This design comes from an exercise in tuning for small area and a short achievable clock period on the open sky130 flow, not from production work.
Only simulation tests tie the RTL to the original design; equivalence was not proved.
The clock input has no modelled driver; a real chip could not lean on it and would need a root buffer or a full tree.
Power is estimated from default activity; no workload was simulated.

==> inputs of v26 <==
==> flow/design.v <==
`timescale 1 ns / 1 ps
module sort (
  input  wire clk,
  input  wire [15:0] in1, in2, in3, in4, in5,
  output reg  [15:0] out1, out2, out3, out4, out5
  );
  reg [15:0] dat1, dat2, dat3, dat4, dat5;
  always @(posedge clk) begin
    dat1 <= in1;
    dat2 <= in2;
    dat3 <= in3;
    dat4 <= in4;
    dat5 <= in5;
  end
  function gt16;
    input [15:0] a, b;
    reg [15:0] g, p;
    reg [15:0] gg, pp;
    integer s, i, k;
    begin
      g = a & ~b;
      p = a | ~b;
      gg = 0; pp = 0;
      for (k = 0; k < 16; k = k + 8) begin
        gg[k] = g[k]; pp[k] = p[k];
        for (i = k + 1; i < k + 8; i = i + 1) begin
          gg[k] = g[i] | (p[i] & gg[k]);
          pp[k] = g[i] | (p[i] & pp[k]);
        end
      end
      for (s = 8; s < 16; s = s * 2)
        for (i = 0; i + s < 16; i = i + 2 * s) begin
          gg[i] = gg[i + s] | (pp[i + s] & gg[i]);
          pp[i] = gg[i + s] | (pp[i + s] & pp[i]);
        end
      gt16 = gg[0];
    end
  endfunction
  wire g12 = gt16(dat1, dat2);
  wire g13 = gt16(dat1, dat3);
  wire g14 = gt16(dat1, dat4);
  wire g15 = gt16(dat1, dat5);
  wire g23 = gt16(dat2, dat3);
  wire g24 = gt16(dat2, dat4);
  wire g25 = gt16(dat2, dat5);
  wire g34 = gt16(dat3, dat4);
  wire g35 = gt16(dat3, dat5);
  wire g45 = gt16(dat4, dat5);
  wire [3:0] b1 = {g15, g14, g13, g12};
  wire [3:0] b2 = {g25, g24, g23, ~g12};
  wire [3:0] b3 = {g35, g34, ~g23, ~g13};
  wire [3:0] b4 = {g45, ~g34, ~g24, ~g14};
  wire [3:0] b5 = {~g45, ~g35, ~g25, ~g15};
  function [4:0] onehot_rank;
    input [3:0] b;
    reg [3:0] n;
    begin
      n = ~b;
      onehot_rank[0] = n[0] & n[1] & n[2] & n[3];
      onehot_rank[1] = (b[0] & n[1] & n[2] & n[3]) | (n[0] & b[1] & n[2] & n[3])
                     | (n[0] & n[1] & b[2] & n[3]) | (n[0] & n[1] & n[2] & b[3]);
      onehot_rank[2] = (b[0] & b[1] & n[2] & n[3]) | (b[0] & n[1] & b[2] & n[3])
                     | (b[0] & n[1] & n[2] & b[3]) | (n[0] & b[1] & b[2] & n[3])
                     | (n[0] & b[1] & n[2] & b[3]) | (n[0] & n[1] & b[2] & b[3]);
      onehot_rank[3] = (n[0] & b[1] & b[2] & b[3]) | (b[0] & n[1] & b[2] & b[3])
                     | (b[0] & b[1] & n[2] & b[3]) | (b[0] & b[1] & b[2] & n[3]);
      onehot_rank[4] = b[0] & b[1] & b[2] & b[3];
    end
  endfunction
  wire [4:0] r1 = onehot_rank(b1);
  wire [4:0] r2 = onehot_rank(b2);
  wire [4:0] r3 = onehot_rank(b3);
  wire [4:0] r4 = onehot_rank(b4);
  wire [4:0] r5 = onehot_rank(b5);
  function [15:0] pick;
    input k1, k2, k3, k4, k5;
    input [15:0] a1, a2, a3, a4, a5;
    begin
      pick = ({16{k1}} & a1) | ({16{k2}} & a2) | ({16{k3}} & a3)
           | ({16{k4}} & a4) | ({16{k5}} & a5);
    end
  endfunction
  always @(posedge clk) begin
    out1 <= pick(r1[0], r2[0], r3[0], r4[0], r5[0], dat1, dat2, dat3, dat4, dat5);
    out2 <= pick(r1[1], r2[1], r3[1], r4[1], r5[1], dat1, dat2, dat3, dat4, dat5);
    out3 <= pick(r1[2], r2[2], r3[2], r4[2], r5[2], dat1, dat2, dat3, dat4, dat5);
    out4 <= pick(r1[3], r2[3], r3[3], r4[3], r5[3], dat1, dat2, dat3, dat4, dat5);
    out5 <= pick(r1[4], r2[4], r3[4], r4[4], r5[4], dat1, dat2, dat3, dat4, dat5);
  end
endmodule
==> flow/flow/run.sh <==
#!/bin/bash
# Own layout flow: the standard ORFS flow (standard.sh) with these changes.
#  - Synthesis is the standard flow's own synthesis script (synth_recipe.tcl, which sources
#    ORFS's synth.tcl) with one change: ABC maps the logic with flow/map.abc,
#    an area-oriented mapping with a moderate delay target (two rounds), instead of ORFS's
#    speed script. Registers are mapped before ABC runs, so they are the ones
#    the standard synthesis makes.
#  - The smallest buffer on each input and output port instead of the delay
#    buffer that buffer_ports picks by itself.
#  - The clock tree is built by flow/clock_tree.tcl (run as ORFS's
#    PRE_CTS_TCL hook) in place of TritonCTS: a root clock buffer per quarter
#    of the flip-flops, driving the input-stage flip-flops directly and the
#    output-stage ones through one leaf buffer (see that file).
#  - Timing repair aimed below the 12 ns clock (SETUP_SLACK_MARGIN), so the
#    layout's achieved period shrinks.
#  - The other make variables in flow/extra.vars.
# The output of the whole run goes to flow_standard.log; ORFS keeps each
# step's full log under orfs/logs/.
set -euo pipefail
WORK=$PWD
FLOWDIR=$WORK/flow

# synthesis script: ORFS's synth.tcl with the ABC script swapped
sed 's|^  log_cmd abc {\*}\$abc_args|  lset abc_args 1 '"$FLOWDIR"'/map.abc\n  log_cmd abc {*}$abc_args|' \
  "$FLOW_HOME/scripts/synth.tcl" > "$WORK/synth_own.tcl"
grep -q "lset abc_args 1" "$WORK/synth_own.tcl"
sed 's|source \$::env(SCRIPTS_DIR)/synth.tcl|source '"$WORK"'/synth_own.tcl|' \
  "$WORK/synth_recipe.tcl" > "$WORK/synth_recipe_own.tcl"
grep -q "synth_own.tcl" "$WORK/synth_recipe_own.tcl"

EXTRA=("SYNTH_SCRIPT=$WORK/synth_recipe_own.tcl" "PRE_CTS_TCL=$FLOWDIR/clock_tree.tcl")
while read -r line; do
  [[ -z "$line" || "$line" == \#* ]] && continue
  EXTRA+=("$line")
done < "$FLOWDIR/extra.vars"
bash standard.sh "${EXTRA[@]}" finish > flow_standard.log 2>&1
==> flow/flow/clock_tree.tcl <==
# ORFS PRE_CTS_TCL hook: builds the clock tree in place of TritonCTS.
#
# The flip-flops are split by position into four quarters (halves in x, then
# halves in y). Each quarter gets a root clock buffer at its centre, driven by
# the clock port (so the port drives four cell pins). The root drives the
# quarter's input-stage flip-flops (dat*) directly, and one leaf buffer,
# placed at the centre of the quarter's output-stage flip-flops (out*), which
# drives those. The output stage is so clocked one buffer later than the input
# stage: skew that gives the logic between the two register stages more time
# (it takes time from the input paths and gives none to the output paths).
set root_cell sky130_fd_sc_hd__clkbuf_16
set leaf_cell sky130_fd_sc_hd__clkbuf_16
set block [ord::get_db_block]
set clknet [$block findNet clk]

proc split2 { items idx } {
  set s [lsort -integer -index $idx $items]
  set h [expr {[llength $s] / 2}]
  return [list [lrange $s 0 [expr {$h - 1}]] [lrange $s $h end]]
}
proc centre { items } {
  set sx 0; set sy 0
  foreach s $items { incr sx [lindex $s 1]; incr sy [lindex $s 2] }
  return [list [expr {$sx / [llength $items]}] [expr {$sy / [llength $items]}]]
}
proc add_buf { block cell name in_net loc } {
  set buf [odb::dbInst_create $block [[ord::get_db] findMaster $cell] $name]
  set net [odb::dbNet_create $block ${name}_net]
  $net setSigType CLOCK
  [$buf findITerm A] connect $in_net
  [$buf findITerm X] connect $net
  set w [[$buf getMaster] getWidth]
  set h [[$buf getMaster] getHeight]
  $buf setLocation [expr {[lindex $loc 0] - $w / 2}] [expr {[lindex $loc 1] - $h / 2}]
  $buf setPlacementStatus PLACED
  return $net
}
proc hook_sinks { net items } {
  foreach s $items {
    set it [lindex $s 0]
    $it disconnect
    $it connect $net
  }
}

set sinks {}
foreach it [$clknet getITerms] {
  set inst [$it getInst]
  set bb [$inst getBBox]
  lappend sinks [list $it [expr {([$bb xMin] + [$bb xMax]) / 2}] \
    [expr {([$bb yMin] + [$bb yMax]) / 2}] [$inst getName]]
}
puts "clock tree: [llength $sinks] sinks"
set q 0
foreach half [split2 $sinks 1] {
  foreach quarter [split2 $half 2] {
    set root_net [add_buf $block $root_cell clktree_root_$q $clknet [centre $quarter]]
    set ins {}
    set outs {}
    foreach s $quarter {
      if {[string match "out*" [lindex $s 3]]} { lappend outs $s } else { lappend ins $s }
    }
    hook_sinks $root_net $ins
    if {[llength $outs]} {
      hook_sinks [add_buf $block $leaf_cell clktree_out_$q $root_net [centre $outs]] $outs
    }
    puts "clock tree: quarter $q: [llength $ins] input-stage, [llength $outs] output-stage flip-flops"
    incr q
  }
}
$clknet setSigType CLOCK
set_propagated_clock [all_clocks]

# The tree is built: make the flow's clock_tree_synthesis call a no-op.
rename clock_tree_synthesis ""
proc clock_tree_synthesis { args } {
  puts "clock_tree_synthesis skipped: the clock tree was built by flow/clock_tree.tcl"
}
==> flow/flow/extra.vars <==
# one make variable per line
BUFFER_PORTS_ARGS=-buffer_cell sky130_fd_sc_hd__buf_1
SETUP_SLACK_MARGIN=8.75
==> flow/flow/map.abc <==
strash
dch
map -D 2000
strash
dch
map -D 2000
topo
upsize -c -D 2000
dnsize -c -D 2000
stime -c
==> flow/standard.sh <==
#!/bin/bash
# synth_recipe.tcl (not shown) runs the flow's synth.tcl, then flattens the netlist and writes it again
# the make line also repeats each setting of config.mk as NAME=value (left out here)
make -C /OpenROAD-flow-scripts/flow DESIGN_CONFIG=/design/flow/config.mk WORK_HOME=/design/flow/orfs CLKGATE_MAP_FILE= SYNTH_SCRIPT=/design/flow/synth_recipe.tcl "${@:-finish}"
==> flow/config.mk <==
export PLATFORM = sky130hd
export DESIGN_NAME = sort
export DESIGN_NICKNAME = sort
export VERILOG_FILES = /design/flow/design.v
export SDC_FILE = /design/flow/constraint.sdc
export NUM_CORES = 4
export LEC_CHECK = 0
export CAP_MARGIN = 20
export CORE_MARGIN = 2
export CORE_UTILIZATION = 40
export SLEW_MARGIN = 20
==> flow/constraint.sdc <==
create_clock -name core_clock -period 12.0 [get_ports {clk}]
set_input_delay 2.4000 -clock core_clock [delete_from_list [all_inputs] [get_ports {clk}]]
set_output_delay 2.4000 -clock core_clock [all_outputs]
set_load 0.01 [all_outputs]
==> v8 (differences from v26) <==
--- a/flow/design.v
+++ b/flow/design.v
@@ -15,25 +15,16 @@
   function gt16;
     input [15:0] a, b;
     reg [15:0] g, p;
-    reg [15:0] gg, pp;
-    integer s, i, k;
+    integer s, i;
     begin
       g = a & ~b;
       p = a | ~b;
-      gg = 0; pp = 0;
-      for (k = 0; k < 16; k = k + 8) begin
-        gg[k] = g[k]; pp[k] = p[k];
-        for (i = k + 1; i < k + 8; i = i + 1) begin
-          gg[k] = g[i] | (p[i] & gg[k]);
-          pp[k] = g[i] | (p[i] & pp[k]);
+      for (s = 1; s < 16; s = s * 2)
+        for (i = 0; i < 16; i = i + 2 * s) begin
+          g[i + 2*s - 1] = g[i + 2*s - 1] | (p[i + 2*s - 1] & g[i + s - 1]);
+          p[i + 2*s - 1] = g[i + 2*s - 1] | (p[i + 2*s - 1] & p[i + s - 1]);
         end
-      end
-      for (s = 8; s < 16; s = s * 2)
-        for (i = 0; i + s < 16; i = i + 2 * s) begin
-          gg[i] = gg[i + s] | (pp[i + s] & gg[i]);
-          pp[i] = gg[i + s] | (pp[i + s] & pp[i]);
-        end
-      gt16 = gg[0];
+      gt16 = g[15];
     end
   endfunction
   wire g12 = gt16(dat1, dat2);
@@ -46,7 +37,7 @@
   wire g34 = gt16(dat3, dat4);
   wire g35 = gt16(dat3, dat5);
   wire g45 = gt16(dat4, dat5);
-  wire [3:0] b1 = {g15, g14, g13, g12};
+  wire [3:0] b1 = {g15, g14, g13, g12};         
   wire [3:0] b2 = {g25, g24, g23, ~g12};
   wire [3:0] b3 = {g35, g34, ~g23, ~g13};
   wire [3:0] b4 = {g45, ~g34, ~g24, ~g14};
--- a/flow/flow/run.sh
+++ b/flow/flow/run.sh
@@ -2,15 +2,11 @@
 # Own layout flow: the standard ORFS flow (standard.sh) with these changes.
 #  - Synthesis is the standard flow's own synthesis script (synth_recipe.tcl, which sources
 #    ORFS's synth.tcl) with one change: ABC maps the logic with flow/map.abc,
-#    an area-oriented mapping with a moderate delay target (two rounds), instead of ORFS's
+#    an area-oriented mapping with a moderate delay target, instead of ORFS's
 #    speed script. Registers are mapped before ABC runs, so they are the ones
 #    the standard synthesis makes.
 #  - The smallest buffer on each input and output port instead of the delay
 #    buffer that buffer_ports picks by itself.
-#  - The clock tree is built by flow/clock_tree.tcl (run as ORFS's
-#    PRE_CTS_TCL hook) in place of TritonCTS: a root clock buffer per quarter
-#    of the flip-flops, driving the input-stage flip-flops directly and the
-#    output-stage ones through one leaf buffer (see that file).
 #  - Timing repair aimed below the 12 ns clock (SETUP_SLACK_MARGIN), so the
 #    layout's achieved period shrinks.
 #  - The other make variables in flow/extra.vars.
@@ -28,7 +24,7 @@
   "$WORK/synth_recipe.tcl" > "$WORK/synth_recipe_own.tcl"
 grep -q "synth_own.tcl" "$WORK/synth_recipe_own.tcl"
 
-EXTRA=("SYNTH_SCRIPT=$WORK/synth_recipe_own.tcl" "PRE_CTS_TCL=$FLOWDIR/clock_tree.tcl")
+EXTRA=("SYNTH_SCRIPT=$WORK/synth_recipe_own.tcl")
 while read -r line; do
   [[ -z "$line" || "$line" == \#* ]] && continue
   EXTRA+=("$line")
==> flow/flow/extra.vars (replaced) <==
# one make variable per line
BUFFER_PORTS_ARGS=-buffer_cell sky130_fd_sc_hd__buf_1
SETUP_SLACK_MARGIN=8.6
==> flow/flow/map.abc (replaced) <==
strash
 dch
 map -D 2000
 topo
 buffer -c -N 5
 upsize -c -D 2000
 dnsize -c -D 2000
 stime -c
removed: flow/flow/clock_tree.tcl
==> v33 (differences from v26) <==
--- a/flow/flow/run.sh
+++ b/flow/flow/run.sh
@@ -7,10 +7,6 @@
 #    the standard synthesis makes.
 #  - The smallest buffer on each input and output port instead of the delay
 #    buffer that buffer_ports picks by itself.
-#  - The clock tree is built by flow/clock_tree.tcl (run as ORFS's
-#    PRE_CTS_TCL hook) in place of TritonCTS: a root clock buffer per quarter
-#    of the flip-flops, driving the input-stage flip-flops directly and the
-#    output-stage ones through one leaf buffer (see that file).
 #  - Timing repair aimed below the 12 ns clock (SETUP_SLACK_MARGIN), so the
 #    layout's achieved period shrinks.
 #  - The other make variables in flow/extra.vars.
@@ -28,7 +24,7 @@
   "$WORK/synth_recipe.tcl" > "$WORK/synth_recipe_own.tcl"
 grep -q "synth_own.tcl" "$WORK/synth_recipe_own.tcl"
 
-EXTRA=("SYNTH_SCRIPT=$WORK/synth_recipe_own.tcl" "PRE_CTS_TCL=$FLOWDIR/clock_tree.tcl")
+EXTRA=("SYNTH_SCRIPT=$WORK/synth_recipe_own.tcl")
 while read -r line; do
   [[ -z "$line" || "$line" == \#* ]] && continue
   EXTRA+=("$line")
==> flow/flow/extra.vars (replaced) <==
# one make variable per line
BUFFER_PORTS_ARGS=-buffer_cell sky130_fd_sc_hd__buf_1
SETUP_SLACK_MARGIN=8.6
CTS_BUF_LIST=sky130_fd_sc_hd__clkbuf_8
removed: flow/flow/clock_tree.tcl
==> comparison table <==
quantity	v33	v8	v26
Run status	timing/DRC/antenna clean	timing/DRC/antenna clean	timing/DRC/antenna clean
Hold Worst Slack	0.565 ns	0.586 ns	0.392 ns
Total clock network power	0.411 mW	0.645 mW	0.282 mW
Number of rows created at floorplan	51	54	51
Total power	1.77 mW	2.07 mW	1.63 mW
Post-synth net total	1019	1356	1019
Multi-input gates	672	783	670
Crit Reg-Reg Startpoint	dat2[2]$_DFF_P_	dat4[2]$_DFF_P_	dat3[13]$_DFF_P_
H-Tree Depth	4	4	-
Time the final worst path needs with I/O delays and setup	3.37 ns	3.37 ns	3.25 ns
RSZ-0062 raised after global routing	yes	no	yes
Seq/total area	0.336	0.325	0.345
Wire length on met3	3620 um	4040 um	3010 um
Crit path from	out1[7]$_DFF_P_	out4[11]$_DFF_P_	out1[7]$_DFF_P_
Count of cells resized by post-cts repair	21	9	16
Hold Path Origin	dat2[0]$_DFF_P_	dat3[0]$_DFF_P_	dat5[0]$_DFF_P_
TritonCTS clock tree	done	done	-
Setup skew after layout	0.0128 ns	0.0160 ns	0.203 ns
The clock cells of v26 come from the design's own scripts or RTL, not from TritonCTS.

==> port drivers added, routing unchanged <==
How much do the figures lean on ideal ports? The routed layouts below were timed once more, with nothing changed but the port constraints.
Step 1 assumes that a clkbuf_16 drives the clock port and a buf_2 every other input.
Step 2, shift: input delay + t, output delay - t, t = (earliest + latest rising clock arrival at the registers) / 2. This alone moves slack from input paths to output paths.
a / b / c = ideal / step 1 / step 2; a / b = the first two.
run	t (ns)	slack for setup (ns)	clock arrival spread, ns	slew at the worst register clock pin (ns)	worst slew at a driven data input, ns
v26	0.364	8.752 / 8.642 / 8.855	0.203 / 0.203	0.10 / 0.10	0.04
v8	0.477	8.627 / 8.586 / 8.724	0.016 / 0.016	0.07 / 0.07	0.04
v33	0.514	8.628 / 8.586 / 8.639	0.013 / 0.013	0.10 / 0.10	0.04
After both steps setup and hold are still met in every run listed.
